This design comes from an exercise in tuning for small area, a short achievable clock period and few clock cycles on the open sky130 flow, not from production work.
Where RTL was checked, it was by simulation tests only, not by an equivalence proof against the original.
Power figures rest on the tool's default switching activity, not on a simulated workload.

==> flow/design.v <==
`timescale 1ns / 1ps
module div32(
    input clk,
    input rst,
    input start,
    input [31:0] dividend,
    input [31:0] divisor,
    output [31:0] quotient,
    output [31:0] remainder,
    output reg finish
);
reg [31:0] r;       
reg [31:0] q;       
reg [31:0] d;       
reg [4:0]  za;      
reg [5:0]  j;       
reg        norm;    
reg        iter;    
assign quotient  = q;
assign remainder = r;
function [5:0] lzc32;
    input [31:0] x;
    reg [15:0] v1; reg [15:0] c1;
    reg [7:0]  v2; reg [15:0] c2;
    reg [3:0]  v3; reg [11:0] c3;
    reg [1:0]  v4; reg [7:0]  c4;
    integer i;
    begin
        for (i = 0; i < 16; i = i + 1) begin
            v1[i] = x[2*i+1] | x[2*i];
            c1[i] = ~x[2*i+1];
        end
        for (i = 0; i < 8; i = i + 1) begin
            v2[i] = v1[2*i+1] | v1[2*i];
            c2[2*i+:2] = v1[2*i+1] ? {1'b0, c1[2*i+1]} : {1'b1, c1[2*i]};
        end
        for (i = 0; i < 4; i = i + 1) begin
            v3[i] = v2[2*i+1] | v2[2*i];
            c3[3*i+:3] = v2[2*i+1] ? {1'b0, c2[2*(2*i+1)+:2]} : {1'b1, c2[2*(2*i)+:2]};
        end
        for (i = 0; i < 2; i = i + 1) begin
            v4[i] = v3[2*i+1] | v3[2*i];
            c4[4*i+:4] = v3[2*i+1] ? {1'b0, c3[3*(2*i+1)+:3]} : {1'b1, c3[3*(2*i)+:3]};
        end
        lzc32 = {~(v4[1] | v4[0]), v4[1] ? {1'b0, c4[7:4]} : {1'b1, c4[3:0]}};
    end
endfunction
wire [5:0] la = lzc32(dividend);
wire [5:0] lb = lzc32(divisor);
wire [4:0] sp = j[4:0] ^ ~za;
wire [4:0] sg = j[4:0] & ~za;
wire [5:0] sc;                                    
assign sc[0] = 1'b1;
assign sc[1] = sg[0] | sp[0];
assign sc[2] = sg[1] | (sp[1] & sg[0]) | (sp[1] & sp[0]);
assign sc[3] = sg[2] | (sp[2] & sg[1]) | (sp[2] & sp[1] & sg[0]) | (sp[2] & sp[1] & sp[0]);
assign sc[4] = sg[3] | (sp[3] & sg[2]) | (sp[3] & sp[2] & sg[1]) | (sp[3] & sp[2] & sp[1] & sg[0])
             | (sp[3] & sp[2] & sp[1] & sp[0]);
assign sc[5] = sg[4] | (sp[4] & sg[3]) | (sp[4] & sp[3] & sg[2]) | (sp[4] & sp[3] & sp[2] & sg[1])
             | (sp[4] & sp[3] & sp[2] & sp[1] & sg[0]) | (sp[4] & sp[3] & sp[2] & sp[1] & sp[0]);
wire [5:0] sh   = {~sc[5], sp ^ sc[4:0]};
wire       triv = j[5] | sh[5];                   
wire [32:0] sub = {1'b0, r} - {1'b0, d};
wire        ge  = ~sub[32];
wire        take = iter & ge;
wire [31:0] flip = {32{take}} & (r ^ sub[31:0]);
always @(posedge clk or posedge rst) begin
    if (rst) begin
        finish <= 1'b0;
        norm   <= 1'b0;
        iter   <= 1'b0;
    end else if (start) begin
        finish <= 1'b0;
        norm   <= 1'b1;
        iter   <= 1'b0;
    end else if (norm) begin
        norm   <= 1'b0;
        finish <= triv;
        iter   <= ~triv;
    end else if (iter) begin
        if (j[4:0] == 5'd0) begin
            iter   <= 1'b0;
            finish <= 1'b1;
        end
    end
end
always @(posedge clk) begin
    za <= la[4:0];
    if (start) begin
        r <= lb[5] ? 32'b0 : dividend;
        d <= divisor;
        j <= lb;
    end else begin
        r <= r ^ flip;
        if (norm) begin
            d <= d << sh[4:0];
            j <= sh;
        end else begin
            d <= d >> 1;
            j <= j - 6'd1;
        end
    end
    if (start)     q <= 32'b0;
    else if (iter) q <= {q[30:0], ge};
end
endmodule
Settings: LEC_CHECK=0, CAP_MARGIN=20, CORE_MARGIN=2, CORE_UTILIZATION=40, PLACE_DENSITY=0.6, SETUP_SLACK_MARGIN=2.8, SLEW_MARGIN=20; clock period 5.0 ns.
standard.sh (not shown) runs the stock make flow with config.mk's settings and CLKGATE_MAP_FILE= SYNTH_SCRIPT=/design/flow/synth_recipe.tcl, a recipe that flattens the netlist after the stock synthesis.
==> flow/flow/run.sh <==
#!/bin/bash
# Standard layout, with plain buffers on the ports instead of the default delay-cell buffers.
set -euo pipefail
bash standard.sh BUFFER_PORTS_ARGS="-buffer_cell sky130_fd_sc_hd__buf_2" finish > standard.log 2>&1
The baseline went through all stages and came out clean.
Then changed:
==> flow/run.sh (new file) <==
#!/bin/bash
# synth_recipe.tcl (not shown) runs the flow's synth.tcl, then flattens the netlist and writes it again
# the make line also repeats each setting of config.mk as NAME=value (left out here)
make -C /OpenROAD-flow-scripts/flow DESIGN_CONFIG=/design/flow/config.mk WORK_HOME=/design/flow/orfs CLKGATE_MAP_FILE= SYNTH_SCRIPT=/design/flow/synth_recipe.tcl finish
removed: flow/flow/run.sh
removed: flow/standard.sh
After rerunning: The changed run finished clean. Wire length climbs by about 2.4%. Die area stays the same. Worst hold slack improved by 0.025 ns.
Then changed:
SETUP_SLACK_MARGIN = 3.2   (was 2.8)
=>
- The changed run went through all stages and came out clean
- total power rose slightly
- global-route usage rose by 0.73 points
- setup slack improved by 0.036 ns
No run of this note included a check of the RTL's function; only the layout flow was run.

---

## job 104
div32, a different RTL version from the one above (not shown whole).
For scale: about 100 flip-flops, ~130 I/O pins, roughly 8000 µm² of cells after synthesis.
Design div32, start of the top module:
module div32(
    input clk,
    input rst,
    input start,
    input [31:0] dividend,
    input [31:0] divisor,
    output [31:0] quotient,
    output [31:0] remainder,
    output reg finish
);
Settings: LEC_CHECK=0, ABC_CLOCK_PERIOD_IN_PS=2500, CAP_MARGIN=20, CORE_MARGIN=2, CORE_UTILIZATION=40, PLACE_DENSITY=0.6, SETUP_SLACK_MARGIN=2.5, SLEW_MARGIN=20; clock period 5.0 ns.
run.sh (not shown) runs the stock make flow with config.mk's settings and CLKGATE_MAP_FILE= SYNTH_SCRIPT=/design/flow/synth_recipe.tcl, a recipe that flattens the netlist after the stock synthesis.
Stock flow here: none of the scripts above is used.
#### Input delta (job 103 over job 104)
Settings: ABC_CLOCK_PERIOD_IN_PS: 2500 -> 2000; SETUP_SLACK_MARGIN: 2.5 -> 3.0.
==> run notes <==
Cmp job 103 vs job 104: final period utilization lower in job 103. Job 103 against job 104: routed wire length rose 3600 µm; count of inverters not on the clock network in the layout rose 1; cell area after layout rose 14%; length in cells of the worst reg-to-reg path rose 2. Job 103 vs. job 104: total power of the final layout up 17%, combinational power picked up an extra 28%, initial detailed-routing violation count went up.
No functional check of the RTL was part of any run of this note.

---

Setup of run A:
Another version of the RTL of div32 (not shown whole).
Size in the first run: ~8300 sq um of cells after synthesis.
Settings: LEC_CHECK=0, ABC_AREA=1, CAP_MARGIN=20, CORE_MARGIN=2, CORE_UTILIZATION=40, PLACE_DENSITY=0.6, SETUP_SLACK_MARGIN=2.7, SLEW_MARGIN=20; clock period 5.0 ns.
standard.sh (not shown) runs the stock make flow with config.mk's settings and CLKGATE_MAP_FILE= SYNTH_SCRIPT=/design/flow/synth_recipe.tcl, a recipe that flattens the netlist after the stock synthesis.
==> flow/flow/run.sh <==
#!/bin/bash
# Standard layout with plain buffers on the ports; repair option: SKIP_GATE_CLONING=1
set -euo pipefail
bash standard.sh BUFFER_PORTS_ARGS="-buffer_cell sky130_fd_sc_hd__buf_1" SKIP_GATE_CLONING=1 finish > standard.log 2>&1
Testbench counts of run A, summed over its fixed seeds: cycles 47,977.
Inputs modified between run A and run B:
# run A
export LEC_CHECK = 0
export ABC_AREA = 1
export CAP_MARGIN = 20
export CORE_MARGIN = 2
export CORE_UTILIZATION = 40
export PLACE_DENSITY = 0.6
export SETUP_SLACK_MARGIN = 2.7
export SLEW_MARGIN = 20
create_clock -name core_clock -period 5.0 [get_ports {clk}]
# run B
export LEC_CHECK = 0
export ABC_AREA = 1
export CAP_MARGIN = 20
export CORE_MARGIN = 2
export CORE_UTILIZATION = 40
export PLACE_DENSITY = 0.6
export SETUP_SLACK_MARGIN = 2.6
export SLEW_MARGIN = 20
create_clock -name core_clock -period 5.0 [get_ports {clk}]
==> flow/flow/run.sh <==
#!/bin/bash
# Standard layout with plain buffers on the ports and no gate cloning in the timing repair.
set -euo pipefail
bash standard.sh BUFFER_PORTS_ARGS="-buffer_cell sky130_fd_sc_hd__buf_1" SKIP_GATE_CLONING=1 finish > standard.log 2>&1
--- outcome ---
Every stage of the flow completed for run A, and the final layout passed the timing, design-rule and antenna checks. Run B | status: complete | timing, DRC, antenna: pass. Against run A, fill cell total of the finished layout in run B rose slightly. Measured against each other, run A and run B differ in maximum vdd ir drop, the higher figure coming from run B. Higher post-synthesis to final-layout area growth among run A and run B: run A. In the tables for run A and run B, total wire length after detailed routing reads lower with run B. Core utilization of the finished layout came out lower on run B than on run A. Diff run A -> run B: met2 track demand over resource in global routing comparable; total power decreased about 3%. Setup slack: run B less than run A.
The following lists how run C was set up differently from run B:
# run B
export LEC_CHECK = 0
export ABC_AREA = 1
export CAP_MARGIN = 20
export CORE_MARGIN = 2
export CORE_UTILIZATION = 40
export PLACE_DENSITY = 0.6
export SETUP_SLACK_MARGIN = 2.6
export SLEW_MARGIN = 20
create_clock -name core_clock -period 5.0 [get_ports {clk}]
# run C
export LEC_CHECK = 0
export ABC_AREA = 1
export CAP_MARGIN = 20
export CORE_MARGIN = 2
export CORE_UTILIZATION = 40
export PLACE_DENSITY = 0.6
export SETUP_SLACK_MARGIN = 3.0
export SLEW_MARGIN = 20
create_clock -name core_clock -period 5.0 [get_ports {clk}]
==> flow/flow/run.sh <==
#!/bin/bash
# Standard layout, with plain buffers on the ports instead of the default delay-cell buffers.
set -euo pipefail
bash standard.sh BUFFER_PORTS_ARGS="-buffer_cell sky130_fd_sc_hd__buf_2" finish > standard.log 2>&1
### Flow results
Measured against run C, the total wirelength of the detailed-routed design of run B comes out at 0.851 times the reference value.
Compared with run B, in run C post-detailed-placement half-perimeter wirelength now sits higher, count of non-CTS buffers in the layout now sits higher, relative area change from synthesis to final layout now sits higher, cell area after layout now sits higher.
## Diff of input files: run D against run C
# run C
export LEC_CHECK = 0
export ABC_AREA = 1
export CAP_MARGIN = 20
export CORE_MARGIN = 2
export CORE_UTILIZATION = 40
export PLACE_DENSITY = 0.6
export SETUP_SLACK_MARGIN = 3.0
export SLEW_MARGIN = 20
create_clock -name core_clock -period 5.0 [get_ports {clk}]
# run D
export LEC_CHECK = 0
export ABC_AREA = 1
export CAP_MARGIN = 20
export CELL_PAD_IN_SITES_DETAIL_PLACEMENT = 0
export CELL_PAD_IN_SITES_GLOBAL_PLACEMENT = 0
export CORE_MARGIN = 2
export CORE_UTILIZATION = 40
export CTS_BUF_LIST = sky130_fd_sc_hd__clkbuf_8
export PLACE_DENSITY = 0.6
export SETUP_SLACK_MARGIN = 2.7
export SLEW_MARGIN = 20
create_clock -name core_clock -period 5.0 [get_ports {clk}]
==> flow/flow/run.sh <==
#!/bin/bash
# Standard layout, with plain buffers on the ports instead of the default delay-cell buffers.
set -euo pipefail
bash standard.sh BUFFER_PORTS_ARGS="-buffer_cell sky130_fd_sc_hd__buf_1" finish > standard.log 2>&1
Notes after the runs:
Sort run D and run C by total number of vias desc -> top: run C. For initial antenna violation count, run D and run C come out practically identical. Per the comparison of run D with run C, clock latency on the worst-skew pair picked up an extra 0.04 ns, HPWL after detailed placement now sits lower, critical path depth +3.
Edits applied to the flow inputs when going from run D to run E:
# run D
export LEC_CHECK = 0
export ABC_AREA = 1
export CAP_MARGIN = 20
export CELL_PAD_IN_SITES_DETAIL_PLACEMENT = 0
export CELL_PAD_IN_SITES_GLOBAL_PLACEMENT = 0
export CORE_MARGIN = 2
export CORE_UTILIZATION = 40
export CTS_BUF_LIST = sky130_fd_sc_hd__clkbuf_8
export PLACE_DENSITY = 0.6
export SETUP_SLACK_MARGIN = 2.7
export SLEW_MARGIN = 20
create_clock -name core_clock -period 5.0 [get_ports {clk}]
# run E
export LEC_CHECK = 0
export ABC_AREA = 1
export CAP_MARGIN = 20
export CORE_MARGIN = 2
export CORE_UTILIZATION = 40
export GPL_TIMING_DRIVEN = 0
export PLACE_DENSITY = 0.6
export SETUP_SLACK_MARGIN = 2.7
export SLEW_MARGIN = 20
create_clock -name core_clock -period 5.0 [get_ports {clk}]
Results
- The flow did not stop early for run E: all stages ran, and the layout cleared the timing, design-rule and antenna checks.
- Reported for run D and run E, starting utilization of the core area turned out identical to the last digit.
- [diff] worst hold slack, run E relative to run D: improvement
- Cmp run E vs run D: count of plain and timing-repair buffers in the layout higher in run E
- Utilization sits higher in run E than in run D.
- Re count of instances resized after the clock tree is built: run D and run E aren't equal, and the lower value belongs to run D.
- Last weighted congestion value of the routability-driven placer (run E vs. run D) increases by a few percent

-- what the ideal ports hide --
In the flow no input, the clock included, has a driving cell. The finished layouts below were timed again as built, in two steps.
Step 1: set_driving_cell puts a clkbuf_16 on clk and a buf_2 on each other input, an assumption about the parent block.
Step 2, shift: input delay + t, output delay - t, t = (earliest + latest rising clock arrival at the registers) / 2. This alone moves slack from input paths to output paths.
Three values: ideal, step 1, step 2; two values: the first two.
| run | shift t [ns] | setup slack, ns | worst setup path after step 2 | worst slew at a driven data input, ns |
|---|---|---|---|---|
| the first run of note 1 | 0.419 | 2.092 / 2.092 / 1.989 | input to register | 0.05 |
| the second run of note 1 | 0.416 | 2.110 / 2.110 / 1.848 | input to register | 0.05 |
| the third run of note 1 | 0.412 | 2.146 / 2.146 / 2.146 | register to register | 0.05 |
| job 104 | 0.411 | 1.706 / 1.728 / 1.317 | input to register | 0.07 |
| job 103 | 0.412 | 1.740 / 1.739 / 1.327 | input to register | 0.07 |
| run A | 0.408 | 2.781 / 2.788 / 2.387 | input to register | 0.06 |
| run B | 0.409 | 2.650 / 2.661 / 2.252 | input to register | 0.06 |
| run C | 0.414 | 2.777 / 2.780 / 2.365 | input to register | 0.06 |
| run D | 0.447 | 2.809 / 2.809 / 2.402 | input to register | 0.06 |
| run E | 0.409 | 2.756 / 2.763 / 2.360 | input to register | 0.06 |
After both steps setup and hold are still met in every run listed. The setup slack of job 103, which loses most, moves by -0.001 ns with the drivers and by -0.413 ns with both steps.
